Source: an optimization exercise on an open RTL-to-GDS flow (aim: small area, a short achievable clock period and few clock cycles). Production flows keep margins and buffers that such runs may drop.
In this exercise RTL edits were held to simulation tests only and were not proved equivalent to the original.
Power is estimated from default activity; no workload was simulated.

[design.v]
module B2BCD_IP (
    input  [5:0] bin,
    output reg [7:0] bcd
);
always @(*) begin
    case (bin)
        6'd0: bcd = 8'h00;
        6'd1: bcd = 8'h01;
        6'd2: bcd = 8'h02;
        6'd3: bcd = 8'h03;
        6'd4: bcd = 8'h04;
        6'd5: bcd = 8'h05;
        6'd6: bcd = 8'h06;
        6'd7: bcd = 8'h07;
        6'd8: bcd = 8'h08;
        6'd9: bcd = 8'h09;
        6'd10: bcd = 8'h10;
        6'd11: bcd = 8'h11;
        6'd12: bcd = 8'h12;
        6'd13: bcd = 8'h13;
        6'd14: bcd = 8'h14;
        6'd15: bcd = 8'h15;
        6'd16: bcd = 8'h16;
        6'd17: bcd = 8'h17;
        6'd18: bcd = 8'h18;
        6'd19: bcd = 8'h19;
        6'd20: bcd = 8'h20;
        6'd21: bcd = 8'h21;
        6'd22: bcd = 8'h22;
        6'd23: bcd = 8'h23;
        6'd24: bcd = 8'h24;
        6'd25: bcd = 8'h25;
        6'd26: bcd = 8'h26;
        6'd27: bcd = 8'h27;
        6'd28: bcd = 8'h28;
        6'd29: bcd = 8'h29;
        6'd30: bcd = 8'h30;
        6'd31: bcd = 8'h31;
        6'd32: bcd = 8'h32;
        6'd33: bcd = 8'h33;
        6'd34: bcd = 8'h34;
        6'd35: bcd = 8'h35;
        6'd36: bcd = 8'h36;
        6'd37: bcd = 8'h37;
        6'd38: bcd = 8'h38;
        6'd39: bcd = 8'h39;
        6'd40: bcd = 8'h40;
        6'd41: bcd = 8'h41;
        6'd42: bcd = 8'h42;
        6'd43: bcd = 8'h43;
        6'd44: bcd = 8'h44;
        6'd45: bcd = 8'h45;
        6'd46: bcd = 8'h46;
        6'd47: bcd = 8'h47;
        6'd48: bcd = 8'h48;
        6'd49: bcd = 8'h49;
        6'd50: bcd = 8'h50;
        6'd51: bcd = 8'h51;
        6'd52: bcd = 8'h52;
        6'd53: bcd = 8'h53;
        6'd54: bcd = 8'h54;
        6'd55: bcd = 8'h55;
        6'd56: bcd = 8'h56;
        6'd57: bcd = 8'h57;
        6'd58: bcd = 8'h58;
        6'd59: bcd = 8'h59;
        6'd60: bcd = 8'h60;
        6'd61: bcd = 8'h61;
        6'd62: bcd = 8'h62;
        6'd63: bcd = 8'h63;
    endcase
end
endmodule
module YEAR_LUT (
    input  [4:0] y4,
    output reg [3:0] t,
    output reg [2:0] u
);
always @(*) begin
    case (y4)
        5'd0: begin t = 4'd7; u = 3'd0; end
        5'd1: begin t = 4'd7; u = 3'd2; end
        5'd2: begin t = 4'd7; u = 3'd4; end
        5'd3: begin t = 4'd8; u = 3'd1; end
        5'd4: begin t = 4'd8; u = 3'd3; end
        5'd5: begin t = 4'd9; u = 3'd0; end
        5'd6: begin t = 4'd9; u = 3'd2; end
        5'd7: begin t = 4'd9; u = 3'd4; end
        5'd8: begin t = 4'd0; u = 3'd1; end
        5'd9: begin t = 4'd0; u = 3'd3; end
        5'd10: begin t = 4'd1; u = 3'd0; end
        5'd11: begin t = 4'd1; u = 3'd2; end
        5'd12: begin t = 4'd1; u = 3'd4; end
        5'd13: begin t = 4'd2; u = 3'd1; end
        5'd14: begin t = 4'd2; u = 3'd3; end
        5'd15: begin t = 4'd3; u = 3'd0; end
        5'd16: begin t = 4'd3; u = 3'd2; end
        5'd17: begin t = 4'd3; u = 3'd4; end
        default: begin t = y4[3:0]; u = y4[2:0]; end
    endcase
end
endmodule
module UT_TOP (
    clk, rst_n, in_valid, in_time,
    out_valid, out_display, out_day
);
input clk, rst_n, in_valid;
input [30:0] in_time;
output reg out_valid;
output reg [3:0] out_display;
output reg [2:0] out_day;
reg [4:0] cnt;
wire idle = (cnt == 5'd0);
reg [9:0]  R1;     
reg [15:0] S;      
reg [6:0]  LO;     
reg [1:0]  QD;     
reg [2:0]  W;      
reg        gt, lt; 
reg [10:0] R2;
reg [4:0]  Y;      
reg [1:0]  YO;     
wire [1:0] HH = S[1:0];
wire [3:0] MO = S[5:2];
wire [4:0] DY = S[10:6];
wire [11:0] x1 = {R1, S[15:14]};
wire        c1a = (x1 >= 12'd675), c1b = (x1 >= 12'd1350), c1c = (x1 >= 12'd2025);
wire [1:0]  q1 = c1c ? 2'd3 : c1b ? 2'd2 : c1a ? 2'd1 : 2'd0;
wire [11:0] r1n = c1c ? x1 - 12'd2025 : c1b ? x1 - 12'd1350 : c1a ? x1 - 12'd675 : x1;
wire [12:0] x2 = {R2, QD};
wire        c2a = (x2 >= 13'd1461), c2b = (x2 >= 13'd2922), c2c = (x2 >= 13'd4383);
wire [1:0]  q2 = c2c ? 2'd3 : c2b ? 2'd2 : c2a ? 2'd1 : 2'd0;
wire [12:0] r2n = c2c ? x2 - 13'd4383 : c2b ? x2 - 13'd2922 : c2a ? x2 - 13'd1461 : x2;
reg [2:0] wn;
always @(*) begin
    case ({W, q1})
        5'd0: wn = 3'd0;   5'd1: wn = 3'd1;   5'd2: wn = 3'd2;   5'd3: wn = 3'd3;
        5'd4: wn = 3'd4;   5'd5: wn = 3'd5;   5'd6: wn = 3'd6;   5'd7: wn = 3'd0;
        5'd8: wn = 3'd1;   5'd9: wn = 3'd2;   5'd10: wn = 3'd3;  5'd11: wn = 3'd4;
        5'd12: wn = 3'd5;  5'd13: wn = 3'd6;  5'd14: wn = 3'd0;  5'd15: wn = 3'd1;
        5'd16: wn = 3'd2;  5'd17: wn = 3'd3;  5'd18: wn = 3'd4;  5'd19: wn = 3'd5;
        5'd20: wn = 3'd6;  5'd21: wn = 3'd0;  5'd22: wn = 3'd1;  5'd23: wn = 3'd2;
        5'd24: wn = 3'd3;  5'd25: wn = 3'd4;  5'd26: wn = 3'd5;  5'd27: wn = 3'd6;
        5'd28: wn = 3'd0;  5'd29: wn = 3'd1;  5'd30: wn = 3'd2;  default: wn = 3'd3;
    endcase
end
reg [1:0] gdig;
always @(*) begin
    case (cnt[3:0])
        4'd2, 4'd3, 4'd4: gdig = 2'd2;
        4'd5: gdig = 2'd3;
        4'd7: gdig = 2'd3;
        4'd8: gdig = 2'd1;
        default: gdig = 2'd0;
    endcase
end
wire GEnow = gt | (~lt & c1a);
wire GE = gt | ~lt;
wire        ch1 = (R1 >= 10'd225), ch2 = (R1 >= 10'd450);
wire [1:0]  hh = ch2 ? 2'd2 : ch1 ? 2'd1 : 2'd0;
wire [9:0]  r1h = ch2 ? R1 - 10'd450 : ch1 ? R1 - 10'd225 : R1;
wire [8:0]  xh = {R1[7:0], LO[6]};
wire        bh = (xh >= 9'd225);
wire [8:0]  rh = bh ? xh - 9'd225 : xh;
wire [7:0]  RH = R1[7:0];
wire        cm1 = (RH >= 8'd60), cm2 = (RH >= 8'd120), cm3 = (RH >= 8'd180);
wire [1:0]  mq = cm3 ? 2'd3 : cm2 ? 2'd2 : cm1 ? 2'd1 : 2'd0;
wire [7:0]  rmq = cm3 ? RH - 8'd180 : cm2 ? RH - 8'd120 : cm1 ? RH - 8'd60 : RH;
wire [6:0]  xm = {R1[5:0], LO[6]};
wire        bm = (xm >= 7'd60);
wire [6:0]  rm = bm ? xm - 7'd60 : xm;
wire [8:0] doy  = R2[10:2];
wire       leap = (YO == 2'd2);
wire T1  = (doy >= 9'd31);
wire T2  = leap ? (doy >= 9'd60)  : (doy >= 9'd59);
wire T3  = leap ? (doy >= 9'd91)  : (doy >= 9'd90);
wire T4  = leap ? (doy >= 9'd121) : (doy >= 9'd120);
wire T5  = leap ? (doy >= 9'd152) : (doy >= 9'd151);
wire T6  = leap ? (doy >= 9'd182) : (doy >= 9'd181);
wire T7  = leap ? (doy >= 9'd213) : (doy >= 9'd212);
wire T8  = leap ? (doy >= 9'd244) : (doy >= 9'd243);
wire T9  = leap ? (doy >= 9'd274) : (doy >= 9'd273);
wire T10 = leap ? (doy >= 9'd305) : (doy >= 9'd304);
wire T11 = leap ? (doy >= 9'd335) : (doy >= 9'd334);
wire [3:0] mcalc;
assign mcalc[3] = T8;
assign mcalc[2] = T4 & ~T8;
assign mcalc[1] = (T2 & ~T4) | (T6 & ~T8) | T10;
assign mcalc[0] = (T1 & ~T2) | (T3 & ~T4) | (T5 & ~T6) | (T7 & ~T8) | (T9 & ~T10) | T11;
reg [4:0] mst;
always @(*) begin
    case ({leap, MO})
        5'd0:  mst = 5'd31;  5'd1:  mst = 5'd30;  5'd2:  mst = 5'd26;  5'd3:  mst = 5'd25;
        5'd4:  mst = 5'd23;  5'd5:  mst = 5'd22;  5'd6:  mst = 5'd20;  5'd7:  mst = 5'd19;
        5'd8:  mst = 5'd18;  5'd9:  mst = 5'd16;  5'd10: mst = 5'd15;  5'd11: mst = 5'd13;
        5'd16: mst = 5'd31;  5'd17: mst = 5'd30;  5'd18: mst = 5'd27;  5'd19: mst = 5'd26;
        5'd20: mst = 5'd24;  5'd21: mst = 5'd23;  5'd22: mst = 5'd21;  5'd23: mst = 5'd20;
        5'd24: mst = 5'd19;  5'd25: mst = 5'd17;  5'd26: mst = 5'd16;  5'd27: mst = 5'd14;
        default: mst = 5'd0;
    endcase
end
wire [4:0] dcalc = doy[4:0] - mst;
reg [3:0] mun;
always @(*) begin
    case (MO)
        4'd0: mun = 4'd1;  4'd1: mun = 4'd2;  4'd2: mun = 4'd3;  4'd3: mun = 4'd4;
        4'd4: mun = 4'd5;  4'd5: mun = 4'd6;  4'd6: mun = 4'd7;  4'd7: mun = 4'd8;
        4'd8: mun = 4'd9;  4'd9: mun = 4'd0;  4'd10: mun = 4'd1; 4'd11: mun = 4'd2;
        default: mun = MO;    
    endcase
end
wire [3:0] yt;
wire [2:0] yu;
YEAR_LUT u_year (.y4(Y), .t(yt), .u(yu));
wire [1:0] yo = (cnt == 5'd10) ? q2 : YO;
wire       ycarry = (yu == 3'd4) && yo[1];
wire [3:0] ytens = ycarry ? ((yt == 4'd9) ? 4'd0 : yt + 4'd1) : yt;
wire [3:0] yu2 = {yu, 1'b0} + yo;
wire [3:0] yunits = (yu2 >= 4'd10) ? yu2 - 4'd10 : yu2;
reg [5:0] cv;
always @(*) begin
    case (cnt)
        5'd14, 5'd15: cv = {1'b0, DY};
        5'd16, 5'd17: cv = {1'b0, HH, LO[2:0]};
        5'd18, 5'd19: cv = {LO[6:3], R1[7:6]};
        default:      cv = R1[5:0];
    endcase
end
wire [7:0] cbcd;
B2BCD_IP u_bcd (.bin(cv), .bcd(cbcd));
reg [3:0] dig;
always @(*) begin
    case (cnt)
        5'd8:  dig = GEnow ? 4'd2 : 4'd1;
        5'd9:  dig = GE ? 4'd0 : 4'd9;
        5'd10: dig = ytens;
        5'd11: dig = yunits;
        5'd12: dig = (MO >= 4'd9) ? 4'd1 : 4'd0;
        5'd13: dig = mun;
        5'd14, 5'd16, 5'd18, 5'd20: dig = cbcd[7:4];
        default: dig = cbcd[3:0];
    endcase
end
wire dslot = (cnt >= 5'd8) && (cnt <= 5'd21);
always @(posedge clk or negedge rst_n) begin
    if (!rst_n) begin
        cnt <= 5'd0;
    end else begin
        if (in_valid) cnt <= 5'd1;
        else if (cnt == 5'd22) cnt <= 5'd0;
        else if (!idle) cnt <= cnt + 5'd1;
    end
end
always @(posedge clk) begin
    out_valid <= dslot;
    out_display <= dslot ? dig : 4'd0;
    out_day <= (cnt == 5'd8) ? wn : dslot ? W : 3'd0;
end
always @(posedge clk) begin
    if (idle) begin
        R1 <= {2'b00, in_time[30:23]};
        S  <= in_time[22:7];
        LO <= in_time[6:0];
        QD <= 2'd0;
        W  <= 3'd2;
        gt <= 1'b0;
        lt <= 1'b0;
        R2 <= 11'd0;
    end else begin
        if (cnt <= 5'd8) S <= {S[13:0], 2'b00};
        QD <= (cnt == 5'd9) ? 2'd2 : q1;
        if (cnt <= 5'd8) W <= wn;
        if (!gt && !lt) begin
            gt <= (q1 > gdig);
            lt <= (q1 < gdig);
        end
        if (cnt <= 5'd10) R2 <= r2n[10:0];
        if (cnt <= 5'd9) Y <= {Y[2:0], q2};
        if (cnt == 5'd10) YO <= q2;
        if (cnt <= 5'd8) R1 <= r1n[9:0];
        if (cnt == 5'd9) begin
            R1 <= r1h;
            S[1:0] <= hh;
        end
        if (cnt >= 5'd10 && cnt <= 5'd12) begin
            R1[7:0] <= rh[7:0];
            LO <= {LO[5:0], bh};
        end
        if (cnt == 5'd13) R1[7:0] <= {mq, rmq[5:0]};
        if (cnt >= 5'd14 && cnt <= 5'd17) begin
            R1[5:0] <= rm[5:0];
            R1[7:6] <= {R1[6], bm};
            LO[6:3] <= {LO[5:3], R1[7]};
        end
        if (cnt == 5'd11) S[5:2] <= mcalc;
        if (cnt == 5'd12) S[10:6] <= dcalc;
    end
end
endmodule
[standard.sh]
#!/bin/bash
# synth_recipe.tcl (not shown) runs the flow's synth.tcl, then flattens the netlist and writes it again
# the make line also repeats each setting of config.mk as NAME=value (left out here)
make -C /OpenROAD-flow-scripts/flow DESIGN_CONFIG=/design/flow/config.mk WORK_HOME=/design/flow/orfs CLKGATE_MAP_FILE= SYNTH_SCRIPT=/design/flow/synth_recipe.tcl "${@:-finish}"
[flow/run.sh]
#!/bin/bash
# Standard layout, except:
#  - synthesis maps adders and comparators through ABC (no full/half-adder
#    cell extraction), which gives smaller and faster logic here;
#  - port buffers are plain buf_1 cells (resized later where timing needs it);
#  - clock tree synthesis adds no dummy loads;
#  - timing repair aims for 2.5 ns paths.
set -euo pipefail
bash standard.sh ADDER_MAP_FILE= SETUP_SLACK_MARGIN=6.5 \
  "BUFFER_PORTS_ARGS=-buffer_cell sky130_fd_sc_hd__buf_1" \
  "CTS_ARGS=-sink_clustering_enable -repair_clock_nets -dont_use_dummy_load" \
  finish > flow_make.log 2>&1
[constraint.sdc]
create_clock -name core_clock -period 9.0 [get_ports {clk}]
set_input_delay 1.8000 -clock core_clock [delete_from_list [all_inputs] [get_ports {clk}]]
set_output_delay 1.8000 -clock core_clock [all_outputs]
set_load 0.01 [all_outputs]
[config.mk]
export PLATFORM = sky130hd
export DESIGN_NAME = UT_TOP
export DESIGN_NICKNAME = UT_TOP
export VERILOG_FILES = /design/flow/design.v
export SDC_FILE = /design/flow/constraint.sdc
export NUM_CORES = 4
export LEC_CHECK = 0
export ABC_AREA = 1
export CAP_MARGIN = 20
export CORE_MARGIN = 2
export CORE_UTILIZATION = 60
export SETUP_SLACK_MARGIN = 5
export SLEW_MARGIN = 20
==> results.tsv, run 1 <==
stage	metric	value	unit
pwr	internal-power	1.440	mW
worst_setup_path	cp.depth	1	
floorplan	pin_count	42	
clocking	clock_latency	0.35	ns
worst_setup_path	endpoint_kind	output pin	
pwr	p_sw	1.745	mW
yosys	ys_seq_area_share	24.57	%
floorplan	dieArea	13300	um2
clocking	clock_sinks	71	
cells_and_area	area_growth	13.90	%
yosys	synth.cell_area	7433	um2
placed_design	io_buffers	41	
placed_design	routabilityCongestion	0.9894	
sta	relSlewSlack	57.31	%
clocking	clkTransAtPathRegs	0.07	ns
sta	rsz0062_at_grt	true	
yosys	yosysTopAreaCell	nand2_1	
job	drv_cap	0	
worst_setup_path	worstPathMaxFanout	1	
floorplan	rows	40	
clocking	cts_hold_buffers	0	
clocking	cts_root_buffer	clkbuf_16	
sta	tns	0	ns
worst_setup_path	worst-setup-path-type	reg -> out	
drt	viasPerCell	5.925	
worst_setup_path	endpoint	out_day[2]	
pwr	switching_share	54.80	%
cells_and_area	diodes	0	
worst_setup_path	worstReg2RegEnd	R1[6]	
cells_and_area	multiInputGateArea	4950	um2
worst_setup_path	critPathArrivalTime	0.78	ns
global_route	grt_pass1_vias	7427	
yosys	yosys_most_used_dff	edfxtp_1	
drt	num_vias	8929	
drt	dr.pass1.iters	6	
sta	finalClockSkew	0.01934	ns
pwr	p_leak	4.027	nW
pwr	power_frac_clock	9.8	%
yosys	synth_nets	1306	
yosys	synth_edf_count	38	
sta	whs	0.5045	ns
placed_design	place_area	7611	um2
global_route	overflow	0	
yosys	synth_area_leaders	nand2_1 19%, edfxtp_1 15%, nor2_1 7.8%	
global_route	grt_antenna_before_repair	0	
worst_setup_path	r2r_slack	6.54	ns
clocking	numCtsBuffers	9	
pwr	ir_drop	0.2391	mV
sta	post-route-min-period	2.578	ns
worst_setup_path	cp-start-kind	flip-flop	
worst_setup_path	path_cells	buf_6	
yosys	synthCells	1272	
drt	first_iter_violations	1243	
sta	drv_slew	0	
yosys	ys_ff_latch	71	
yosys	yosys_warnings	3	
drt	routedWlPerCell	15.91	um
sta	fmax	0.3878	GHz
floorplan	initial_core_util	61.63	%
yosys	syn_area_per_cell	5.844	um2
cells_and_area	design_area	8467	um2
worst_setup_path	slowest_stage	dfxtp_2	
worst_setup_path	slowest_delay	0.32	ns
yosys	synth_common_cells	372 x nand2_1, 154 x nor2_1, 130 x inv_1	
hold_path	holdCritPathClass	reg -> reg	
yosys	async_flop_share	7.042	%
floorplan	core_area	12060	um2
worst_setup_path	critPathTopFamily	flip-flops	
pwr	p_seq_share	20.6	%
floorplan	fp.dieH	115.3	um
sta	fin_crit_sh	28.65	%
global_route	grt_pass1_wl	36920	um
sta	finalSetupViolations	0	
placed_design	hpwl	16810	um
worst_setup_path	worstRegToRegCells	17	
drt	ant_nets	0	
worst_setup_path	path_buf_inv	1	
cells_and_area	nets	1375	
yosys	yosysMostFrequentCell	nand2_1	
yosys	netlist.area_leader.share	18.78	%
cells_and_area	layout-drive-gt1-share	14.04	%
sta	worst_slew_pin_slew	0.6380	ns
floorplan	die_x	115.3	um
sta	hold_violations	0	
clocking	cts_tree	yes	
global_route	grt_start_max_net_pins	46	
worst_setup_path	required	7.20	ns
global_route	grt_usage	35.04	%
cells_and_area	n_fill_cell	1129	
hold_path	whs_path_depth	2	
worst_setup_path	crit_start	out_day[2]	
pwr	power_density	376.1	nW/um2
drt	drt-total-wl	23970	um
yosys	ys_types	57	
clocking	clk_path_buf_depth	2	
worst_setup_path	reg2reg_from	R1[3]	
drt	route.detailed.drc	0	
cells_and_area	seqCellArea	1839	um2
pwr	combPwrFrac	69.6	%
clocking	h-tree-depth	3	
status	outcome	timing/DRC/antenna clean	
==> flip-flops by register name (all words and copies together) (netlist names), 3 cells and up <==
signal	flops
W	3
Y	5
out_day	3
R2	11
cnt	5
R1	10
LO	7
out_display	4
S	16
==> cells by family (layout without fill, tap and decap cells) <==
logic type | count (synthesis) | after routing | share of synthesized area, %
AND/OR/NAND/NOR | 725 | 726 | 42.54
XOR/XNOR | 18 | 18 | 2.121
flip-flops | 71 | 71 | 24.57
multiplexers | 1 | 1 | 0.1347
buffers and inverters | 197 | 263 | 10.71
AO/OA/AOI/OAI | 260 | 260 | 19.93
==> power by group through the flow <==
stage	combinational [mW]	sequential, mW	clock, mW
finish	2.22	0.657	0.312
global placement	1.84	0.688	0
floorplan	1.59	0.554	0
detailed placement	1.84	0.685	0
global route	2.44	0.672	0.324
CTS	1.94	0.659	0.313
==> routing by layer <==
metal | vias up | share of wire (%) | global-route usage (%)
met1 | 3974 | 44 | 52.16
met3 | 69 | 11 | 7.169
met5 | - | 0 | 0
li1 | 4331 | - | -
met4 | 0 | 2.6 | 12.93
met2 | 555 | 42 | 49.67
==> cells in the final DEF (no fill, tap or decap), types with 3 or more instances in the layout <==
master      count
inv_2          17
inv_4           4
nor3_2          5
buf_2           5
nor2_1        142
o211ai_1       16
xnor2_1         4
nand3_1       114
a21oi_1        74
dfxtp_2         6
nor3_1         16
nand4_1        13
clkinvlp_4      4
inv_1         126
nand2_1       371
buf_1          33
o31ai_1         4
buf_4          55
xor2_1         14
nand2_4         5
nand3_2         3
o221ai_1        3
a211oi_1        5
edfxtp_1       38
dfxtp_1        22
buf_6           5
dfrtp_2         4
nand2_2        18
nor2_4         11
nor2_8          3
o21ai_0        99
o21ai_1        17
clkbuf_16       9
a31oi_1        14
nor2_2         16
o22ai_1         4
==> area by class of cell <==
type | count | area share, %
multi-input combinational | 1005 | 58.46
sequential | 71 | 21.72
inverter | 155 | 7.315
timing repair buffer | 98 | 7.300
clock buffer | 9 | 2.660
tap | 168 | 2.483
timing repair inverter | 1 | 0.05911
==> per-stage QoR <==
stage	setup slack (ns)	power [mW]	utilization [%]	std cells
floorplan	6.817	2.141	-	1272
global placement	6.067	2.525	63.10	1441
detailed placement	6.023	2.529	63.10	1441
CTS	6.414	2.913	66.39	1468
global route	6.326	3.439	70.20	1507
finish	6.422	3.185	70.20	1507
==> what timing repair did <==
item / 4_1_cts / 5_1_grt
cloned: 1 / 1
endpoints found under the setup margin: 39 / 47
setup buffers: 17 / 38
resized for setup: 19 / 50
pin swaps: 3 / 7
==> worst min-delay path by stage <==
stage / to / start
CTS: gt / gt
finish: gt / gt
floorplan: Y[3] / Y[1]
global placement: lt / lt
global route: S[13] / S[11]
detailed placement: gt / gt
Testbench counts, summed over its fixed seeds: cycles 11,768.
==> run 2, diff against run 1 <==
--- a/config.mk
+++ b/config.mk
@@ -9,5 +9,5 @@
 export CAP_MARGIN = 20
 export CORE_MARGIN = 2
-export CORE_UTILIZATION = 60
+export CORE_UTILIZATION = 75
 export SETUP_SLACK_MARGIN = 5
 export SLEW_MARGIN = 20
==> results.tsv, run 2 <==
stage	metric	value	unit	change
status	outcome	timing/DRC/antenna clean		
yosys	ys_ff_latch	71		unchanged
cells_and_area	final_cell_mix	368 x nand2_1, 140 x nor2_1, 125 x inv_1		
yosys	ys_types	57		unchanged
yosys	synth_area_leaders	nand2_1 19%, edfxtp_1 15%, nor2_1 7.8%		
worst_setup_path	path_cells	buf_2		
worst_setup_path	worst-setup-path-type	reg -> out		
pwr	ir_drop	0.2642	mV	+10%
sta	worst_slew_pin_slew	0.6278	ns	-0.01020 ns
placed_design	routabilityCongestion	1.087		+9.9%
sta	fin_crit_sh	29.02	%	+0.37 points
worst_setup_path	worstPathMaxFanout	1		unchanged
cells_and_area	fin_util	86.14	%	+16 points
yosys	synth_nets	1306		unchanged
floorplan	dieArea	10720	um2	-19%
global_route	grt_pass1_wl	38030	um	+3.0%
drt	num_vias	9613		+7.7%
yosys	synth_common_cells	372 x nand2_1, 154 x nor2_1, 130 x inv_1		
sta	post-route-min-period	2.612	ns	+0.03312 ns
yosys	synth_edf_count	38		unchanged
global_route	overflow	0		unchanged
sta	rsz0062_at_grt	true		
worst_setup_path	critPathTopFamily	flip-flops		
sta	tns	0	ns	unchanged
worst_setup_path	cp-start-kind	flip-flop		
sta	drv_slew	0		unchanged
floorplan	core_area	9684	um2	-20%
yosys	yosysTopAreaCell	nand2_1		
cells_and_area	diodes	0		unchanged
floorplan	initial_core_util	76.76	%	+15 points
sta	fmax	0.3829	GHz	-1.3%
cells_and_area	multiInputGateArea	4964	um2	+0.28%
clocking	h-tree-depth	3		unchanged
yosys	synth.cell_area	7433	um2	unchanged
cells_and_area	seqCellArea	1837	um2	-0.14%
floorplan	rows	36		-10%
worst_setup_path	crit_start	out_valid		
drt	drt-total-wl	25480	um	+6.3%
worst_setup_path	critPathArrivalTime	0.81	ns	+0.03 ns
cells_and_area	largest_reg_flops	16		unchanged
clocking	clock_sinks	71		unchanged
yosys	synthCells	1272		unchanged
clocking	cts_tree	yes		
hold_path	holdCritPathClass	reg -> reg		
drt	route.detailed.drc	0		unchanged
sta	finalSetupViolations	0		unchanged
clocking	clock_latency	0.38	ns	+0.03 ns
yosys	syn_area_per_cell	5.844	um2	unchanged
global_route	grt_start_max_net_pins	46		unchanged
floorplan	fp.dieH	103.6	um	-10%
drt	first_iter_violations	1712		+38%
cells_and_area	largest-register	S		
drt	ant_nets	0		unchanged
cells_and_area	layout-drive-gt1-share	14.45	%	+0.40 points
job	drv_cap	0		unchanged
cells_and_area	top_regs	S (16), R2 (11), R1 (10)		
sta	whs	0.5110	ns	+0.006495 ns
placed_design	hpwl	16720	um	-0.51%
global_route	grt_usage	42.84	%	+7.8 points
yosys	yosys_warnings	3		unchanged
floorplan	pin_count	42		unchanged
worst_setup_path	slowest_stage	dfxtp_1		
cells_and_area	n_fill_cell	629		-44%
yosys	ys_seq_area_share	24.57	%	unchanged
yosys	yosysMostFrequentCell	nand2_1		
cells_and_area	final_common_cell	nand2_1		
hold_path	min_from	gt		
worst_setup_path	endpoint_kind	output pin		
drt	routedWlPerCell	17.26	um	+8.5%
clocking	clk_path_buf_depth	2		unchanged
global_route	grt_pass1_vias	8013		+7.9%
cells_and_area	nets	1379		+0.29%
drt	viasPerCell	6.513		+9.9%
worst_setup_path	reg2reg_from	R1[3]		
clocking	numCtsBuffers	9		unchanged
drt	dr.pass1.iters	10		+4
worst_setup_path	required	7.20	ns	about the same
cells_and_area	area_growth	12.22	%	
floorplan	die_x	103.6	um	-10%
worst_setup_path	slowest_delay	0.32	ns	about the same
sta	worst_slack	6.388	ns	-0.03312 ns
sta	finalClockSkew	0.02708	ns	+0.007748 ns
pwr	power_density	380.6	nW/um2	+1.2%
clocking	clkTransAtPathRegs	0.09	ns	+0.02 ns
yosys	yosys_most_used_dff	edfxtp_1		
pwr	p_leak	4.005	nW	-0.55%
clocking	cts_root_buffer	clkbuf_8		
sta	hold_violations	0		unchanged
placed_design	io_buffers	41		unchanged
sta	relSlewSlack	57.99	%	+0.68 points
yosys	async_flop_share	7.042	%	unchanged
global_route	grt_antenna_before_repair	0		unchanged
yosys	netlist.area_leader.share	18.78	%	unchanged
worst_setup_path	path_buf_inv	1		unchanged
placed_design	dp_slack	6.010	ns	-0.01274 ns
-- run 2: final cells by class --
type	count	share of cell area, %
repair buffers	104	7.650
clock buffers	9	1.485
multi-input cells	1004	59.50
inverters	155	7.350
flip-flops and latches	71	22.02
well taps	133	1.995
-- run 2: timing repair --
item                                    4_1_cts  5_1_grt
hold endpoints to repair                      0        0
pin swaps                                     2        5
endpoints found under the setup margin       42       44
gates resized for setup                      23       46
buffers inserted                             18       43
cloned                                        0        0
hold buffers                                  0        0
-- run 2: metrics by stage --
| step | power [mW] | cells | area [um2] |
|---|---|---|---|
| floorplan | 2.141 | 1272 | 7433 |
| global placement | 2.482 | 1406 | 7567 |
| detailed placement | 2.534 | 1406 | 7567 |
| CTS | 2.817 | 1433 | 7876 |
| global route | 3.401 | 1476 | 8342 |
| finish | 3.175 | 1476 | 8342 |
-- run 2: path summary, 6_finish.rpt --
path                             end  slack, ns  depth (start not counted)
setup reg to reg               R1[4]       6.42                         15
setup / recovery           out_valid       6.39                          1
min in group asynchronous     cnt[3]       1.25                          1
hold / removal                    gt       0.51                          2
hold reg to reg                   gt       0.51                          2
max in group asynchronous     cnt[0]       7.52                          1
-- run 2: kinds of logic after synthesis --
logic type	after synthesis	synth area share (%)
simple gates	725	42.54
compound gates	260	19.93
buf+inv	197	10.71
flops	71	24.57
xor+xnor	18	2.121
mux	1	0.1347
-- run 2: per-layer routing --
metal / track usage (%) / vias to the layer above / wire length (um)
li1: - / 4349 / -
met5: 0 / - / 0
met3: 7.804 / 196 / 3889
met4: 19.79 / 0 / 1551
met1: 59.17 / 4119 / 9344
met2: 65.42 / 949 / 10690
-- run 2: power breakdown --
group | internal [mW] | switching [mW]
Sequential | 0.482 | 0.180
Combinational | 0.788 | 1.51
Clock | 0.0896 | 0.125
Total | 1.36 | 1.81
-- run 2: tightest hold or removal path, cell delays in order, from the launching register on --
cell,delay (ns)
dfxtp_1,0.32
inv_1,0.08
a21oi_1,0.07
==> run 3, diff against run 2 <==
--- a/flow/run.sh
+++ b/flow/run.sh
@@ -5,7 +5,7 @@
 #  - port buffers are plain buf_1 cells (resized later where timing needs it);
 #  - clock tree synthesis adds no dummy loads;
-#  - timing repair aims for 2.5 ns paths.
+#  - timing repair aims for 2.57 ns paths.
 set -euo pipefail
-bash standard.sh ADDER_MAP_FILE= SETUP_SLACK_MARGIN=6.5 \
+bash standard.sh ADDER_MAP_FILE= SETUP_SLACK_MARGIN=6.43 \
   "BUFFER_PORTS_ARGS=-buffer_cell sky130_fd_sc_hd__buf_1" \
   "CTS_ARGS=-sink_clustering_enable -repair_clock_nets -dont_use_dummy_load" \
--- a/config.mk
+++ b/config.mk
@@ -9,5 +9,5 @@
 export CAP_MARGIN = 20
 export CORE_MARGIN = 2
-export CORE_UTILIZATION = 75
+export CORE_UTILIZATION = 60
 export SETUP_SLACK_MARGIN = 5
 export SLEW_MARGIN = 20
==> results.tsv, run 3 <==
stage	metric	value	unit	change
floorplan	fp.dieH	115.3	um	+11%
placed_design	dp_cells	1441		+2.5%
placed_design	io_buffers	41		unchanged
yosys	synth_nets	1306		unchanged
floorplan	dieArea	13300	um2	+24%
clocking	clk_path_buf_depth	2		unchanged
worst_setup_path	critPathArrivalTime	0.78	ns	-0.03 ns
yosys	synth_common_cells	372 x nand2_1, 154 x nor2_1, 130 x inv_1		
yosys	yosys_most_used_dff	edfxtp_1		
yosys	synth_top_family_by_area	simple AND/OR/NAND/NOR gates		
worst_setup_path	slowest_delay	0.32	ns	about the same
drt	drt-total-wl	23410	um	-8.1%
pwr	power_density	371.7	nW/um2	-2.3%
yosys	synth_edf_count	38		unchanged
drt	first_iter_violations	1110		-35%
worst_setup_path	path_cells	buf_6		
drt	route.detailed.drc	0		unchanged
placed_design	hpwl	16810	um	+0.52%
global_route	grt_pass1_wl	36570	um	-3.8%
worst_setup_path	worstPathMaxFanout	1		unchanged
yosys	synthMuxAreaShare	0.1347	%	unchanged
yosys	yosys_warnings	3		unchanged
worst_setup_path	cp.depth	1		unchanged
sta	relSlewSlack	59.08	%	+1.1 points
cells_and_area	n_fill_cell	1171		+86%
worst_setup_path	path_buf_inv	1		unchanged
worst_setup_path	worstRegToRegCells	14		-1
clocking	clkTransAtPathRegs	0.07	ns	-0.02 ns
placed_design	place_area	7611	um2	+0.58%
floorplan	die_x	115.3	um	+11%
clocking	h-tree-depth	3		unchanged
cells_and_area	design_area	8258	um2	-1.0%
worst_setup_path	cp-start-kind	flip-flop		
yosys	async_flop_share	7.042	%	unchanged
clocking	clock_sinks	71		unchanged
sta	finalClockSkew	0.01976	ns	-0.007320 ns
cells_and_area	top_regs	S (16), R2 (11), R1 (10)		
yosys	ys_types	57		unchanged
yosys	synth_area_leaders	nand2_1 19%, edfxtp_1 15%, nor2_1 7.8%		
worst_setup_path	required	7.20	ns	about the same
sta	fmax	0.3881	GHz	+1.4%
clocking	cts_tree	yes		
sta	tns	0	ns	unchanged
drt	num_vias	8726		-9.2%
cells_and_area	layout-drive-gt1-share	12.12	%	-2.3 points
clocking	cts_hold_buffers	0		unchanged
worst_setup_path	worst-setup-path-type	reg -> out		
sta	rsz0062_at_grt	true		
status	outcome	timing/DRC/antenna clean		
clocking	numCtsBuffers	9		unchanged
floorplan	core_area	12060	um2	+25%
sta	fin_crit_sh	28.63	%	-0.39 points
pwr	p_leak	3.936	nW	-1.7%
yosys	yosysTopAreaCell	nand2_1		
yosys	yosysMostFrequentCell	nand2_1		
yosys	synthCells	1272		unchanged
sta	hold_violations	0		unchanged
drt	viasPerCell	5.864		-10%
yosys	syn_area_per_cell	5.844	um2	unchanged
yosys	ys_ff_latch	71		unchanged
yosys	synth-xor-area-share	2.121	%	unchanged
yosys	netlist.area_leader.share	18.78	%	unchanged
yosys	synth_compound_area_share	19.93	%	unchanged
sta	drv_slew	0		unchanged
cells_and_area	final_cells	1488		+0.81%
global_route	grt_antenna_before_repair	0		unchanged
cells_and_area	diodes	0		unchanged
cells_and_area	final_cell_mix	370 x nand2_1, 146 x nor2_1, 128 x inv_1		
sta	whs	0.5057	ns	-0.005332 ns
hold_path	holdCritPathClass	reg -> reg		
cells_and_area	largest_reg_flops	16		unchanged
clocking	clock_latency	0.35	ns	-0.03 ns
drt	dr.pass1.iters	6		-4
sta	post-route-min-period	2.577	ns	-0.03497 ns
global_route	overflow	0		unchanged
sta	worst_slew_pin_slew	0.6115	ns	-0.01628 ns
cells_and_area	final_common_cell	nand2_1		
floorplan	initial_core_util	61.63	%	-15 points
sta	worst_slack	6.423	ns	+0.03497 ns
yosys	synth_fa_ha_area_share	0	%	unchanged
placed_design	dp_slack	6.023	ns	+0.01274 ns
pwr	p_total	3.070	mW	-3.3%
placed_design	routabilityCongestion	0.9894		-9.0%
cells_and_area	area_growth	11.09	%	
clocking	cts_root_buffer	clkbuf_16		
global_route	grt_start_max_net_pins	46		unchanged
job	drv_cap	0		unchanged
cells_and_area	largest-register	S		
floorplan	pin_count	42		unchanged
hold_path	whs_path_depth	2		unchanged
drt	routedWlPerCell	15.73	um	-8.9%
yosys	synth.cell_area	7433	um2	unchanged
worst_setup_path	slowest_stage	dfxtp_2		
cells_and_area	fin_util	68.46	%	-18 points
pwr	ir_drop	0.2370	mV	-10%
worst_setup_path	endpoint_kind	output pin		
yosys	ys_seq_area_share	24.57	%	unchanged
global_route	grt_usage	34.78	%	-8.1 points
global_route	grt_pass1_vias	7379		-7.9%
cells_and_area	nets	1356		-1.7%
drt	ant_nets	0		unchanged
yosys	yosys.area_share.simple	42.53	%	unchanged
worst_setup_path	critPathTopFamily	flip-flops		
floorplan	rows	40		+11%
sta	finalSetupViolations	0		unchanged
==> run 3: cell counts after synthesis <==
Identical to the previous run, type by type.
==> run 3: kinds of logic after synthesis <==
family | after synthesis
XOR/XNOR | 18
AO/OA/AOI/OAI | 260
buffers and inverters | 197
AND/OR/NAND/NOR | 725
multiplexers | 1
flip-flops | 71
==> run 3: area by class of cell <==
type | count | area, um2 | share of cell area (%)
multi-input cells | 1004 | 4893 | 59.26
flip-flops and latches | 71 | 1839 | 22.27
inverters | 155 | 609.3 | 7.379
repair buffers | 80 | 475.5 | 5.758
clock buffers | 9 | 225.2 | 2.727
well taps | 168 | 210.2 | 2.545
repair inverters | 1 | 5.005 | 0.06061
==> run 3: power breakdown <==
group          total (mW)  switching, mW  leakage, nW  internal, mW
clock               0.312          0.136        0.111         0.176
sequential          0.657          0.174        0.694         0.483
combinational        2.10           1.39         3.13         0.713
==> run 3: path summary, 6_finish.rpt <==
| kind | startpoint | endpoint | slack (ns) |
|---|---|---|---|
| min in group asynchronous | rst_n | cnt[4] | 1.28 |
| max reg2reg | cnt[4] | R1[3] | 6.49 |
| min reg2reg | gt | gt | 0.51 |
| max | out_day[2] | out_day[2] | 6.42 |
| min | gt | gt | 0.51 |
| max in group asynchronous | rst_n | cnt[3] | 7.50 |
==> run 3: what timing repair did <==
action,CTS,global route
gates resized for setup,17,34
pin swaps,2,4
endpoints found under the setup margin,33,45
setup buffers,12,25
gates cloned,0,1
==> run 3: layer usage <==
metal  up-vias  GRT usage, %  wire, um
li1       4302             -         -
met1      3840         51.47     10210
met2       522         48.77      9737
met3        62         7.802      2710
met4         0         13.65       747
met5         -             0         0
==> run 4, diff against run 3 <==
==> flow/run.sh (replaced) <==
#!/bin/bash
# Standard layout, except:
#  - synthesis maps adders and comparators through ABC (no full/half-adder
#    cell extraction), with a stronger area-oriented ABC script
#    (flow/abc_area.script, used in place of ORFS's abc_area.script);
#  - port buffers are plain buf_1 cells (resized later where timing needs it);
#  - clock tree synthesis adds no dummy loads;
#  - timing repair aims for 2.57 ns paths.
set -euo pipefail
rm -rf scripts_local
cp -r "$FLOW_HOME/scripts" scripts_local
cp flow/abc_area.script scripts_local/abc_area.script
bash standard.sh "SCRIPTS_DIR=$PWD/scripts_local" ADDER_MAP_FILE= SETUP_SLACK_MARGIN=6.43 \
  "BUFFER_PORTS_ARGS=-buffer_cell sky130_fd_sc_hd__buf_1" \
  "CTS_ARGS=-sink_clustering_enable -repair_clock_nets -dont_use_dummy_load" \
  finish > flow_make.log 2>&1
==> flow/abc_area.script (new file) <==
strash
&get -n
&fraig -x
&put
scorr
dc2
dc2
strash
dch -f
map {D}
topo
stime -c
buffer -c
upsize -c
dnsize -c
--- a/config.mk
+++ b/config.mk
@@ -7,4 +7,5 @@
 export LEC_CHECK = 0
 export ABC_AREA = 1
+export ABC_CLOCK_PERIOD_IN_PS = 1500
 export CAP_MARGIN = 20
 export CORE_MARGIN = 2
==> results.tsv, run 4 <==
stage	metric	value	unit	change
cells_and_area	final_cell_mix	222 x nand2_1, 103 x a21oi_1, 94 x inv_1		
sta	tns	0	ns	unchanged
cells_and_area	top_regs	S (16), R2 (11), R1 (10)		
cells_and_area	nets	1168		-14%
drt	route.detailed.drc	0		unchanged
yosys	synthCells	1063		-16%
pwr	power_density	385.5	nW/um2	+3.7%
worst_setup_path	worst-setup-path-type	reg -> reg		
sta	finalSetupViolations	0		unchanged
sta	fmax	0.3815	GHz	-1.7%
drt	dr.pass1.iters	6		unchanged
yosys	synth_common_cells	230 x nand2_1, 109 x a21oi_1, 100 x inv_1		
cells_and_area	final_common_cell	nand2_1		
cells_and_area	final_cells	1275		-14%
clocking	clock_sinks	71		unchanged
drt	first_iter_violations	1171		+5.5%
placed_design	routabilityCongestion	0.9823		-0.72%
hold_path	whs_path_depth	2		unchanged
yosys	ys_seq_area_share	26.61	%	+2.0 points
drt	num_vias	8190		-6.1%
clocking	clkTransAtPathRegs	0.06	ns	about the same
worst_setup_path	worstPathMaxFanout	7		+6
yosys	netlist.area_leader.share	16.62	%	-2.2 points
global_route	grt_antenna_before_repair	0		unchanged
sta	post-route-min-period	2.621	ns	+0.04434 ns
yosys	async_flop_share	7.042	%	unchanged
worst_setup_path	reg2reg_from	S[15]		
drt	viasPerCell	6.424		+9.5%
status	outcome	timing/DRC/antenna clean		
sta	hold_violations	0		unchanged
worst_setup_path	worstReg2RegEnd	R1[0]		
job	drv_cap	0		unchanged
cells_and_area	n_fill_cell	964		-18%
cells_and_area	diodes	0		unchanged
floorplan	die_x	111.0	um	-3.8%
global_route	grt_pass1_wl	35220	um	-3.7%
yosys	synth.cell_area	6864	um2	-7.7%
clocking	numCtsBuffers	9		unchanged
clocking	h-tree-depth	3		unchanged
clocking	clock_latency	0.35	ns	about the same
yosys	yosys_most_used_dff	edfxtp_1		
yosys	synth_area_leaders	edfxtp_1 17%, nand2_1 13%, dfxtp_1 8.2%		
global_route	overflow	0		unchanged
floorplan	rows	39		-2.5%
hold_path	min_from	gt		
cells_and_area	layout-drive-gt1-share	17.14	%	+5.0 points
yosys	synth_edf_count	38		unchanged
worst_setup_path	required	9.10	ns	+1.90 ns
drt	drt-total-wl	22790	um	-2.6%
yosys	synth_nets	1097		-16%
placed_design	dp_cells	1210		-16%
global_route	grt_start_max_net_pins	51		+11%
pwr	p_leak	3.355	nW	-15%
cells_and_area	largest_reg_flops	16		unchanged
floorplan	dieArea	12310	um2	-7.4%
sta	relSlewSlack	60.17	%	+1.1 points
sta	fin_crit_sh	29.12	%	+0.49 points
yosys	yosys_warnings	3		unchanged
clocking	clk_path_buf_depth	2		unchanged
cells_and_area	largest-register	S		
floorplan	core_area	11270	um2	-6.5%
cells_and_area	fin_util	70.61	%	+2.1 points
worst_setup_path	endpoint_kind	flip-flop		
worst_setup_path	cp-start-kind	flip-flop		
clocking	cts_tree	yes		
yosys	ys_ff_latch	71		unchanged
floorplan	pin_count	42		unchanged
placed_design	hpwl	15560	um	-7.5%
hold_path	holdCritPathClass	reg -> reg		
floorplan	fp.dieH	111.0	um	-3.8%
clocking	cts_hold_buffers	0		unchanged
yosys	syn_area_per_cell	6.457	um2	+10%
hold_path	hold_path_end	gt		
clocking	cts_root_buffer	clkbuf_16		
drt	routedWlPerCell	17.88	um	+14%
drt	ant_nets	0		unchanged
cells_and_area	area_growth	15.95	%	
sta	drv_slew	0		unchanged
yosys	yosysMostFrequentCell	nand2_1		
pwr	ir_drop	0.2457	mV	+3.7%
global_route	grt_pass1_vias	7051		-4.4%
sta	finalClockSkew	0.01191	ns	-0.007852 ns
sta	worst_slew_pin_slew	0.5899	ns	-0.02164 ns
cells_and_area	seqCellArea	1834	um2	-0.27%
pwr	p_total	3.068	mW	about the same
cells_and_area	multiInputGateArea	4589	um2	-6.2%
placed_design	io_buffers	41		unchanged
global_route	grt_usage	35.11	%	+0.32 points
sta	rsz0062_at_grt	true		
worst_setup_path	worstRegToRegCells	15		+1
yosys	ys_types	70		+23%
floorplan	initial_core_util	60.89	%	-0.73 points
yosys	yosysTopAreaCell	edfxtp_1		
worst_setup_path	r2r_slack	6.38	ns	-0.11 ns
worst_setup_path	critPathArrivalTime	2.72	ns	+1.94 ns
## run 4: cell types whose count changed after synthesis, sizes merged, moves of 10 or more
cell   previous run  this run
nand2           394       239
nor2            172       111
nand3           117        73
inv             153       110
a21oi            75       113
a31oi            15        25
## run 4: worst max-delay path by stage
| stage | from | to | cells past startpoint |
|---|---|---|---|
| after detailed placement | R1[5] | R1[7] | 11 |
| after global placement | R1[5] | R1[7] | 11 |
| after CTS | out_display[3] | out_display[3] | 1 |
| after floorplan | in_valid | cnt[2] | 2 |
| after global routing | S[15] | R1[0] | 15 |
| final | S[15] | R1[0] | 15 |
## run 4: worst max-delay path, stage by stage, from the launching register on
cell	delay [ns]
edfxtp_1	0.45
buf_4	0.18
nand2_1	0.17
nand3_2	0.15
a21oi_2	0.22
o21ai_2	0.12
nand2_1	0.11
nand2_2	0.13
nand2_2	0.15
nand2_2	0.10
inv_1	0.11
nand2_1	0.08
nand3_1	0.12
o211ai_1	0.11
o211ai_1	0.10
a21oi_1	0.08
## run 4: area by class of cell
type | count | share of cell area, %
clock buffer | 9 | 2.830
multi-input combinational | 835 | 57.66
tap | 143 | 2.248
inverter | 116 | 5.958
sequential | 71 | 23.05
timing repair buffer | 101 | 8.253
## run 4: per-stage QoR
| step | worst slack (ns) | hold slack (ns) | instance area, um2 |
|---|---|---|---|
| after floorplan | 6.544 | 0.4206 | 6864 |
| after global placement | 5.936 | 0.4897 | 7032 |
| after detailed placement | 5.873 | 0.4933 | 7032 |
| after CTS | 6.437 | 0.5006 | 7450 |
| after global routing | 6.318 | 0.5239 | 7959 |
| final | 6.379 | 0.5005 | 7959 |
## run 4: power by group
group          total [mW]  internal, mW  switching [mW]
Clock               0.306         0.175           0.131
Sequential          0.645         0.477           0.168
Combinational        2.12         0.769            1.35
## run 4: logic make-up after synthesis
family                    after synthesis  synth area share (%)
DFF                                    71                 26.61
AOI/OAI and AO/OA                     347                 30.82
xor gates and xnor gates               12                 1.531
and+or+nand+nor                       476                 31.74
buffers and inverters                 157                 9.296
## run 4: metal layers
metal | up-vias | routed length [um] | global-route usage, %
met5 | - | 0 | 0
met3 | 98 | 2532 | 6.944
met1 | 3638 | 9701 | 50.02
li1 | 3871 | - | -
met2 | 583 | 9718 | 52.47
met4 | 0 | 839 | 13.92
## run 4: timing repair
| action | CTS | global route |
|---|---|---|
| hold endpoints to repair | 0 | 0 |
| resized for setup | 23 | 59 |
| gates cloned | 0 | 1 |
| endpoints found under the setup margin | 50 | 46 |
| pin swaps | 1 | 17 |
| setup buffers | 18 | 37 |
==> run 5, diff against run 4 <==
==> flow/abc_area.script (replaced) <==
strash
&get -n
&fraig -x
&put
scorr
dc2
strash
dch -f
&get -n
&dch -f
&nf {D} -R 1000
&put
topo
stime -c
buffer -c
upsize -c
dnsize -c
==> results.tsv, run 5 <==
stage	metric	value	unit	change
status	outcome	timing/DRC/antenna clean		
global_route	grt_antenna_before_repair	0		unchanged
drt	ant_nets	0		unchanged
drt	first_iter_violations	1779		+52%
yosys	ys_seq_area_share	27.39	%	+0.78 points
yosys	synth_edf_count	38		unchanged
yosys	yosys_most_used_dff	edfxtp_1		
sta	fin_crit_sh	32.64	%	+3.5 points
yosys	ys_types	89		+27%
sta	whs	0.5558	ns	+0.05528 ns
clocking	h-tree-depth	3		unchanged
sta	tns	0	ns	unchanged
yosys	synth.cell_area	6669	um2	-2.8%
floorplan	rows	38		-2.6%
global_route	grt_start_max_net_pins	44		-14%
worst_setup_path	worstPathMaxFanout	5		-2
cells_and_area	fin_util	79.19	%	+8.6 points
clocking	cts_hold_buffers	0		unchanged
sta	fmax	0.3404	GHz	-11%
job	drv_cap	0		unchanged
clocking	clk_path_buf_depth	2		unchanged
pwr	p_seq_share	20.4	%	-0.6 points
floorplan	pin_count	42		unchanged
sta	drv_slew	0		unchanged
clocking	clock_sinks	71		unchanged
worst_setup_path	worst-setup-path-type	reg -> reg		
pwr	switching_share	50.78	%	-2.9 points
cells_and_area	multiInputGateArea	5009	um2	+9.1%
cells_and_area	final_cell_mix	114 x buf_4, 111 x nor2_1, 94 x nand2_1		
yosys	synth_area_leaders	edfxtp_1 17%, dfxtp_1 8.4%, a21oi_1 7.6%		
floorplan	die_x	109.4	um	-1.4%
drt	drt-total-wl	26280	um	+15%
yosys	yosysMostFrequentCell	nor2_1		
floorplan	core_area	10840	um2	-3.8%
sta	hold_violations	0		unchanged
yosys	yosys_warnings	3		unchanged
clocking	cts_tree	yes		
clocking	clkTransAtPathRegs	0.08	ns	+0.02 ns
hold_path	holdCritPathClass	reg -> reg		
cells_and_area	final_cells	1191		-6.6%
global_route	overflow	0		unchanged
drt	dr.pass1.iters	19		+13
drt	route.detailed.drc	0		unchanged
clocking	clock_latency	0.38	ns	+0.03 ns
drt	num_vias	8657		+5.7%
cells_and_area	diodes	0		unchanged
yosys	ys_ff_latch	71		unchanged
sta	post-route-min-period	2.938	ns	+0.3168 ns
floorplan	dieArea	11970	um2	-2.7%
worst_setup_path	required	9.12	ns	+0.02 ns
yosys	synthCells	934		-12%
floorplan	initial_core_util	61.52	%	+0.62 points
pwr	power_frac_clock	6.3	%	-3.7 points
worst_setup_path	endpoint_kind	flip-flop		
yosys	netlist.area_leader.share	17.11	%	+0.49 points
yosys	syn_area_per_cell	7.140	um2	+11%
pwr	p_sw	1.780	mW	+8.1%
yosys	yosysTopAreaCell	edfxtp_1		
cells_and_area	area_growth	28.72	%	
global_route	grt_pass1_wl	37140	um	+5.4%
clocking	cts_root_buffer	clkbuf_8		
sta	worst_slew_pin_slew	0.9743	ns	+0.3844 ns
cells_and_area	final_common_cell	buf_4		
sta	finalSetupViolations	0		unchanged
yosys	async_flop_share	7.042	%	unchanged
placed_design	io_buffers	41		unchanged
cells_and_area	largest_reg_flops	16		unchanged
pwr	ir_drop	0.2694	mV	+9.6%
cells_and_area	layout-drive-gt1-share	27.31	%	+10 points
global_route	grt_pass1_vias	7366		+4.5%
drt	viasPerCell	7.269		+13%
yosys	synth_common_cells	117 x nor2_1, 101 x a21oi_1, 99 x nand2_1		
cells_and_area	top_regs	S (16), R2 (11), R1 (10)		
placed_design	dp_slack	5.280	ns	-0.5922 ns
worst_setup_path	cp-start-kind	flip-flop		
sta	relSlewSlack	34.80	%	-25 points
pwr	p_leak	3.305	nW	-1.5%
placed_design	routabilityCongestion	0.9901		+0.79%
pwr	combPwrFrac	73.4	%	+4.4 points
pwr	power_density	408.3	nW/um2	+5.9%
global_route	grt_usage	39.36	%	+4.3 points
yosys	synth_nets	968		-12%
cells_and_area	seqCellArea	1853	um2	+1.0%
drt	routedWlPerCell	22.07	um	+23%
worst_setup_path	critPathArrivalTime	3.06	ns	+0.34 ns
cells_and_area	n_fill_cell	733		-24%
placed_design	hpwl	14500	um	-6.8%
clocking	numCtsBuffers	9		unchanged
cells_and_area	nets	1087		-6.9%
placed_design	dp_cells	1044		-14%
pwr	internal-power	1.725	mW	+21%
sta	rsz0062_at_grt	true		
sta	finalClockSkew	0.02721	ns	+0.01529 ns
cells_and_area	largest-register	S		
floorplan	fp.dieH	109.4	um	-1.4%
sta	worst_slack	6.062	ns	-0.3168 ns
-- run 5: per-stage QoR --
step,total power [mW],area (um2)
after floorplan,2.040,6706
after CTS,3.061,7961
after global routing,3.660,8584
after detailed placement,2.364,6745
final,3.505,8584
after global placement,2.316,6745
-- run 5: logic make-up (layout without fill, tap and decap cells) --
logic type      Yosys count  count (layout)  share of synthesized area (%)
flops                    71              71                          27.39
xor+xnor                 32              32                          4.203
fa+ha+maj                 1               1                         0.1501
mux                       5               5                         0.7880
buf+inv                  94             211                          5.685
compound gates          355             355                          34.13
simple gates            376             376                          27.65
-- run 5: area by class of cell --
class | instances | area share (%)
multi-input combinational | 769 | 58.34
sequential | 71 | 21.59
timing repair buffer | 182 | 15.60
tap | 140 | 2.041
clock buffer | 9 | 1.443
inverter | 20 | 0.9911
-- run 5: worst paths after layout --
check / startpoint / end / slack (ns) / depth (start not counted)
worst max-delay path: R1[0] / R1[4] / 6.06 / 12
worst min-delay path: lt / lt / 0.56 / 2
worst max register to register: R1[0] / R1[4] / 6.06 / 12
worst min register to register: lt / lt / 0.56 / 2
max in group asynchronous: rst_n / cnt[3] / 7.51 / 1
min in group asynchronous: rst_n / cnt[0] / 1.25 / 1
-- run 5: what timing repair did --
action	CTS	global route
hold endpoints to repair	0	0
setup endpoints to repair	78	57
buffers inserted	99	39
gates resized for setup	93	84
pin swaps	49	43
-- run 5: routing by layer --
metal	vias to the layer above	routed length [um]	track usage, %
met3	205	3611	10.43
met1	3942	9706	53.65
met5	-	0	0
met2	827	11230	58.33
met4	0	1738	17.72
li1	3683	-	-
-- run 5: worst max-delay path: stages, from the launching register on --
cell,delay (ns)
edfxtp_1,0.46
buf_6,0.16
a2111o_1,0.41
a21oi_4,0.26
o21a_4,0.23
nand2_2,0.06
a211oi_2,0.15
o2bb2ai_1,0.11
or2_0,0.22
a211oi_1,0.26
nor3_1,0.10
o21ai_1,0.18
a21oi_1,0.08
-- run 5: power by group through the flow --
stage | Clock (mW) | Combinational, mW | Sequential, mW
CTS | 0.208 | 2.17 | 0.685
global route | 0.225 | 2.70 | 0.730
finish | 0.220 | 2.57 | 0.713
global placement | 0 | 1.53 | 0.787
floorplan | 0 | 1.50 | 0.537
detailed placement | 0 | 1.57 | 0.798
==> run 6, diff against run 5 <==
--- a/flow/run.sh
+++ b/flow/run.sh
@@ -6,10 +6,10 @@
 #  - port buffers are plain buf_1 cells (resized later where timing needs it);
 #  - clock tree synthesis adds no dummy loads;
-#  - timing repair aims for 2.57 ns paths.
+#  - timing repair aims for 2.5 ns paths.
 set -euo pipefail
 rm -rf scripts_local
 cp -r "$FLOW_HOME/scripts" scripts_local
 cp flow/abc_area.script scripts_local/abc_area.script
-bash standard.sh "SCRIPTS_DIR=$PWD/scripts_local" ADDER_MAP_FILE= SETUP_SLACK_MARGIN=6.43 \
+bash standard.sh "SCRIPTS_DIR=$PWD/scripts_local" ADDER_MAP_FILE= SETUP_SLACK_MARGIN=6.5 \
   "BUFFER_PORTS_ARGS=-buffer_cell sky130_fd_sc_hd__buf_1" \
   "CTS_ARGS=-sink_clustering_enable -repair_clock_nets -dont_use_dummy_load" \
==> flow/abc_area.script (replaced) <==
strash
&get -n
&fraig -x
&put
scorr
dc2
strash
&get -n
&dch -f
&nf -R 1000
&put
topo
stime -c
buffer -c
upsize -c
dnsize -c
--- a/config.mk
+++ b/config.mk
@@ -7,5 +7,4 @@
 export LEC_CHECK = 0
 export ABC_AREA = 1
-export ABC_CLOCK_PERIOD_IN_PS = 1500
 export CAP_MARGIN = 20
 export CORE_MARGIN = 2
==> results.tsv, run 6 <==
stage	metric	value	unit	change
status	outcome	timing/DRC/antenna clean		
job	drv_cap	0		unchanged
worst_setup_path	worst-setup-path-type	reg -> reg		
yosys	synth_nets	972		+0.41%
cells_and_area	design_area	8579	um2	about the same
floorplan	pin_count	42		unchanged
sta	finalSetupViolations	0		unchanged
pwr	internal-power	1.758	mW	+1.9%
global_route	overflow	0		unchanged
pwr	switching_share	51.57	%	+0.79 points
cells_and_area	largest-register	S		
global_route	grt_usage	39.59	%	+0.23 points
clocking	cts_root_buffer	clkbuf_8		
sta	relSlewSlack	16.32	%	-18 points
floorplan	initial_core_util	60.96	%	-0.56 points
worst_setup_path	cp.depth	15		+3
sta	fmax	0.3018	GHz	-11%
hold_path	holdCritPathClass	reg -> reg		
floorplan	dieArea	11720	um2	-2.1%
cells_and_area	layout-drive-gt1-share	28.40	%	+1.1 points
pwr	p_leak	3.315	nW	+0.29%
sta	drv_slew	0		unchanged
placed_design	dp_slack	5.315	ns	+0.03421 ns
cells_and_area	final_common_cell	nand2_1		
clocking	cts_hold_buffers	0		unchanged
drt	route.detailed.drc	0		unchanged
drt	drt-total-wl	26380	um	+0.36%
global_route	grt_start_max_net_pins	47		+6.8%
cells_and_area	top_regs	S (16), R2 (11), R1 (10)		
floorplan	fp.dieH	108.3	um	-1.1%
worst_setup_path	required	9.15	ns	+0.03 ns
pwr	power_frac_clock	6.0	%	-0.3 points
clocking	cts_tree	yes		
drt	viasPerCell	7.138		-1.8%
sta	post-route-min-period	3.313	ns	+0.3757 ns
yosys	yosys_warnings	3		unchanged
global_route	grt_antenna_before_repair	0		unchanged
yosys	syn_area_per_cell	6.952	um2	-2.6%
cells_and_area	largest_reg_flops	16		unchanged
worst_setup_path	worstRegToRegCells	15		+3
placed_design	io_buffers	41		unchanged
yosys	async_flop_share	7.042	%	unchanged
sta	finalClockSkew	0.02264	ns	-0.004561 ns
sta	tns	0	ns	unchanged
worst_setup_path	critPathArrivalTime	3.46	ns	+0.40 ns
worst_setup_path	endpoint_kind	flip-flop		
pwr	power_density	423.2	nW/um2	+3.7%
drt	first_iter_violations	1406		-21%
clocking	h-tree-depth	3		unchanged
yosys	synth_common_cells	140 x nand2_1, 122 x o21ai_0, 104 x nor2_1		
cells_and_area	nets	1089		+0.18%
pwr	p_sw	1.873	mW	+5.2%
placed_design	routabilityCongestion	0.9568		-3.4%
sta	rsz0062_at_grt	true		
sta	fin_crit_sh	36.82	%	+4.2 points
yosys	synth_area_leaders	edfxtp_1 17%, o21ai_0 9.4%, dfxtp_1 8.6%		
worst_setup_path	path_buf_inv	0		-1
pwr	p_total	3.631	mW	+3.6%
yosys	synth_edf_count	38		unchanged
yosys	ys_seq_area_share	28.01	%	+0.62 points
pwr	combPwrFrac	74.4	%	+1.0 points
cells_and_area	final_cell_mix	125 x nand2_1, 103 x buf_4, 93 x o21ai_0		
floorplan	rows	38		unchanged
cells_and_area	area_growth	31.56	%	
sta	worst_slack	5.687	ns	-0.3757 ns
yosys	synth.cell_area	6521	um2	-2.2%
yosys	netlist.area_leader.share	17.50	%	+0.39 points
clocking	clock_sinks	71		unchanged
global_route	grt_pass1_vias	7196		-2.3%
floorplan	die_x	108.3	um	-1.1%
yosys	ys_types	74		-17%
drt	dr.pass1.iters	19		unchanged
worst_setup_path	path_cells	or3_4 -> nand2b_4 -> nand2_4 -> nand2b_4 -> a311o_2 -> nand2_2 -> o21ai_0 -> a31oi_1 -> a31oi_1 -> xnor2_1 -> o21ai_1 -> nand3_1 -> o21ai_1 -> a221oi_1 -> nor2_1		
drt	routedWlPerCell	22.11	um	+0.19%
drt	ant_nets	0		unchanged
worst_setup_path	slowest_delay	0.47	ns	about the same
sta	hold_violations	0		unchanged
worst_setup_path	critPathTopFamily	compound AO/OA/AOI/OAI gates		
sta	worst_slew_pin_slew	1.246	ns	+0.2713 ns
clocking	numCtsBuffers	9		unchanged
yosys	synthCells	938		+0.43%
clocking	clock_latency	0.38	ns	about the same
yosys	ys_ff_latch	71		unchanged
hold_path	whs_path_depth	2		unchanged
yosys	yosys_most_used_dff	edfxtp_1		
yosys	yosysMostFrequentCell	nand2_1		
placed_design	place_area	6763	um2	+0.26%
cells_and_area	fin_util	80.20	%	+1.0 points
pwr	ir_drop	0.2843	mV	+5.5%
pwr	p_seq_share	19.6	%	-0.8 points
placed_design	hpwl	14620	um	+0.81%
worst_setup_path	worstPathMaxFanout	4		-1
floorplan	core_area	10700	um2	-1.3%
worst_setup_path	cp-start-kind	flip-flop		
cells_and_area	diodes	0		unchanged
clocking	clk_path_buf_depth	2		unchanged
global_route	grt_pass1_wl	36340	um	-2.2%
drt	num_vias	8516		-1.6%
clocking	clkTransAtPathRegs	0.09	ns	about the same
yosys	yosysTopAreaCell	edfxtp_1		
worst_setup_path	slowest_stage	a311o_2		
run 6: routing by layer:
metal	wire (um)	vias to the layer above	global-route usage [%]
li1	-	3654	-
met1	9674	3888	53.22
met2	11630	772	61.28
met3	3210	202	7.595
met4	1858	0	19.14
met5	0	-	0
run 6: final cells by class:
| class | count | area (um2) |
|---|---|---|
| clock buffer | 9 | 123.9 |
| fill | 689 | 2118 |
| inverter | 16 | 61.31 |
| multi-input combinational | 785 | 5094 |
| sequential | 71 | 1849 |
| tap | 140 | 175.2 |
| timing repair buffer | 172 | 1276 |
run 6: kinds of logic (layout without fill, tap and decap cells):
group,count (synthesis),in the layout,synth area share [%]
xor gates and xnor gates,38,38,5.334
buffers and inverters,82,197,4.988
DFF,71,71,28.01
muxes,4,4,0.6332
adders and majority gates,1,1,0.1535
and+or+nand+nor,387,387,27.48
AOI/OAI and AO/OA,355,355,33.40
run 6: through the flow:
| step | instances | hold WS, ns |
|---|---|---|
| after CTS | 1150 | 0.5322 |
| after global routing | 1193 | 0.5565 |
| after floorplan | 938 | 0.4507 |
| after detailed placement | 1057 | 0.5122 |
| after global placement | 1057 | 0.5049 |
| final | 1193 | 0.5383 |
run 6: worst paths after layout:
check	from	slack [ns]	endpoint
max	R1[3]	5.69	R1[4]
min	S[11]	0.54	S[13]
max reg2reg	R1[3]	5.69	R1[4]
min reg2reg	S[11]	0.54	S[13]
max in group asynchronous	rst_n	7.51	cnt[1]
min in group asynchronous	rst_n	1.27	cnt[2]
run 6: timing repair:
action | in CTS | in global routing
pin swaps | 40 | 68
endpoints found under the setup margin | 77 | 64
resized for setup | 89 | 124
buffers inserted | 84 | 41
gates cloned | 0 | 2
run 6: power groups by stage:
stage	combinational [mW]	clock, mW	sequential (mW)
4_1_cts	2.14	0.209	0.695
2_1_floorplan	1.55	0	0.552
6_report	2.70	0.218	0.711
3_3_place_gp	1.60	0	0.786
5_1_grt	2.83	0.228	0.728
3_5_place_dp	1.64	0	0.795
run 6: tightest hold or removal path: stages (launching register included):
cell,delay (ns)
edfxtp_1,0.33
nand2_1,0.05
nand2_1,0.06

## separate check: timing with driven ports
How much do the figures lean on ideal ports? The routed layouts below were timed once more, with nothing changed but the port constraints.
Step 1 assumes that a clkbuf_16 drives the clock port and a buf_2 every other input.
Step 2 adds t to the input delays and takes it off the output delays; t is the mean of the earliest and latest rising clock arrival at the registers after step 1. Input paths then give back, and output paths get back, about the clock's delay inside the block.
a / b / c = ideal ports / drivers / drivers and shift; a / b = the first two.
| run | t (ns) | setup slack, ns | clock arrival spread, ns | pins driven straight from the clock port |
|---|---|---|---|---|
| run 1 | 0.387 | 6.422 / 6.377 / 6.543 | 0.019 / 0.019 | 1 |
| run 2 | 0.401 | 6.388 / 6.350 / 6.422 | 0.027 / 0.027 | 1 |
| run 3 | 0.387 | 6.423 / 6.380 / 6.489 | 0.020 / 0.020 | 1 |
| run 4 | 0.385 | 6.379 / 6.379 / 6.354 | 0.013 / 0.012 | 1 |
| run 5 | 0.403 | 6.062 / 6.062 / 6.062 | 0.029 / 0.029 | 1 |
| run 6 | 0.411 | 5.687 / 5.687 / 5.687 | 0.023 / 0.023 | 1 |
After both steps setup and hold are still met in every run listed. For run 4, which loses most, drivers alone change the setup slack by 0.000 ns; drivers and shift together by -0.025 ns.
